What follows belongs to an exercise in optimizing a design on an open flow for small area; a production flow would make more cautious choices. The RTL was checked by simulation tests, not by an equivalence proof against the original design. Power figures rest on the tool's default switching activity, not on a simulated workload.

==> v16 <==
==> flow/design.v (excerpt) <==
module h_lcd(state, eval, success, clk_in, rst, rs, e, data);
export LEC_CHECK = 0
export ABC_AREA = 1
export CAP_MARGIN = 20
export CORE_MARGIN = 2
export CORE_UTILIZATION = 40
export SLEW_MARGIN = 20
create_clock -name core_clock -period 5.0 [get_ports {clk_in}]
standard.sh (not shown) runs the stock make flow with config.mk's settings and CLKGATE_MAP_FILE= SYNTH_SCRIPT=/design/flow/synth_recipe.tcl, a recipe that flattens the netlist after the stock synthesis.
==> flow/flow/run.sh <==
#!/bin/bash
# Layout flow: the standard ORFS flow, except that synthesis maps the
# logic with an area-only ABC script (flow/abc_area.script) in place of
# ORFS's abc_area.script, which maps for delay and then buffers and upsizes.
# Every other script is ORFS's own, copied unchanged.
set -euo pipefail
W=$(pwd)
rm -rf "$W/scripts"
cp -r "$FLOW_HOME/scripts" "$W/scripts"
cp "$W/flow/abc_area.script" "$W/scripts/abc_area.script"
bash "$W/standard.sh" SCRIPTS_DIR="$W/scripts" finish > "$W/make.log" 2>&1
==> flow/flow/abc_area.script <==
strash
dch -f
map -a
topo
==> v36 (differences from v16) <==
==> flow/flow/run.sh (replaced) <==
#!/bin/bash
# Layout flow: the standard ORFS flow (standard.sh) with these changes,
# all aimed at cell area:
#  - synthesis maps the logic with an area-only ABC script
#    (flow/abc_area.script: strash; dch -f; map -a) in place of ORFS's
#    abc_area.script, which maps for delay and then buffers and upsizes;
#    Yosys's own early ABC run and the half/full-adder extraction are skipped
#    (SYNTH_ARGS=-noabc, ADDER_MAP_FILE empty), so ABC sees the design's
#    logic as written;
#  - the port buffers are sky130_fd_sc_hd__buf_1.
# Every script is ORFS's own, copied unchanged apart from abc_area.script.
# All tool output goes to make.log and to ORFS's logs under orfs/logs.
set -euo pipefail
W=$(pwd)
rm -rf "$W/scripts"
cp -r "$FLOW_HOME/scripts" "$W/scripts"
cp "$W/flow/abc_area.script" "$W/scripts/abc_area.script"
bash "$W/standard.sh" SCRIPTS_DIR="$W/scripts" SYNTH_ARGS=-noabc ADDER_MAP_FILE= \
  BUFFER_PORTS_ARGS="-buffer_cell sky130_fd_sc_hd__buf_1" finish > "$W/make.log" 2>&1
--- a/flow/config.mk
+++ b/flow/config.mk
@@ -9,4 +9,5 @@
 export CAP_MARGIN = 20
 export CORE_MARGIN = 2
 export CORE_UTILIZATION = 40
+export GPL_TIMING_DRIVEN = 0
 export SLEW_MARGIN = 20
==> v5 (differences from v16) <==
==> flow/run.sh (new file) <==
#!/bin/bash
# synth_recipe.tcl (not shown) runs the flow's synth.tcl, then flattens the netlist and writes it again
# the make line also repeats each setting of config.mk as NAME=value (left out here)
make -C /OpenROAD-flow-scripts/flow DESIGN_CONFIG=/design/flow/config.mk WORK_HOME=/design/flow/orfs CLKGATE_MAP_FILE= SYNTH_SCRIPT=/design/flow/synth_recipe.tcl finish
removed: flow/flow/run.sh
removed: flow/flow/abc_area.script
removed: flow/standard.sh
==> metrics.md <==
| Metric | Value |
|---|---|
| Outcome | `finished with violations` |
| Fail Reasons | `setup timing` |
| FF+latch area | `roughly 350 um2` |
| Final worst setup slack | `-0.0343 ns` |
| First-pass DRT Iterations | `7` |
| Netlist Area Pre-Place | `around 0.0026 mm2` |
| Worst-path clk slew | `approximately 0.06 ns` |
| Worst Tran Pin Value | `0.757 ns` |
| Post_cts resized | `4` |
| Place WS | `-0.258 ns` |
| Post-route design area | `roughly 0.0028 mm2` |
| Core area | `~0.0063 mm2` |
| CP max FO | `32` |
| Clk_skew | `0.00268 ns` |
| Share of cells above drive strength 1 | `4.36%` |
| Sequential power | `around 150 uW` |
| WHS | `roughly 0.53 ns` |
| Buffering overhead | `2.13%` |
| Endpoints failing setup | `1` |
| DP Area | `0.00273 mm2` |
| Average wire per standard cell | `about 25 um` |
# the run above: v36

==> metrics.md <==
| Metric | Value |
|---|---|
| DP Area | `0.00321 mm2` |
| Post_cts resized | `0` |
| Worst-path clk slew | `around 0.070 ns` |
| Final worst setup slack | `roughly 0.12 ns` |
| Endpoints failing setup | `0` |
| Sequential power | `around 140 uW` |
| Average wire per standard cell | `between 20 and 30 um` |
| Core area | `roughly 0.0067 mm2` |
| WHS | `0.517 ns` |
| Outcome | `finished clean` |
| Worst Tran Pin Value | `~0.64 ns` |
| Post-route design area | `roughly 0.0033 mm2` |
| First-pass DRT Iterations | `10` |
| FF+latch area | `approximately 340 um2` |
| CP max FO | `6` |
| Netlist Area Pre-Place | `about 0.0028 mm2` |
# the run above: v16

==> metrics.md <==
| Metric | Value |
|---|---|
| Outcome | `finished clean` |
| FF+latch area | `340 um2` |
| First-pass DRT Iterations | `7` |
| Place WS | `around 1.1 ns` |
| Buffering overhead | `6.60%` |
| Sequential power | `147 uW` |
| WHS | `0.517 ns` |
| CP max FO | `13` |
| Final worst setup slack | `about 0.51 ns` |
| Endpoints failing setup | `0` |
| Worst-path clk slew | `~0.060 ns` |
| Worst Tran Pin Value | `roughly 0.77 ns` |
| Clk_skew | `0.00170 ns` |
# the run above: v5

## afterwards: timing with drivers on the ports
Ports are ideal in the flow. The routed layouts listed here were re-timed in OpenROAD.
Step 1, drivers: a clkbuf_16 drives clk_in and a buf_2 each remaining input, both assumed.
Step 2 moves the port delays by t, midway between the first and last clock arrival at a register: inputs arrive t later, outputs are due t later. That takes back most of the time a late clock gives input paths.
Three values: no drivers, after step 1, after step 2; two values: the first two.
run | t, ns | setup slack, ns | worst hold slack (ns) | worst setup path at the end | pins driven straight from the clock port
v16 | 0.287 | 0.121 / 0.095 / 0.382 | 0.517 / 0.517 / 0.517 | register to output | 1
v36 | 0.276 | -0.034 / -0.057 / 0.218 | 0.535 / 0.535 / 0.535 | register to output | 1
v5 | 0.267 | 0.511 / 0.489 / 0.756 | 0.517 / 0.517 / 0.517 | register to output | 1
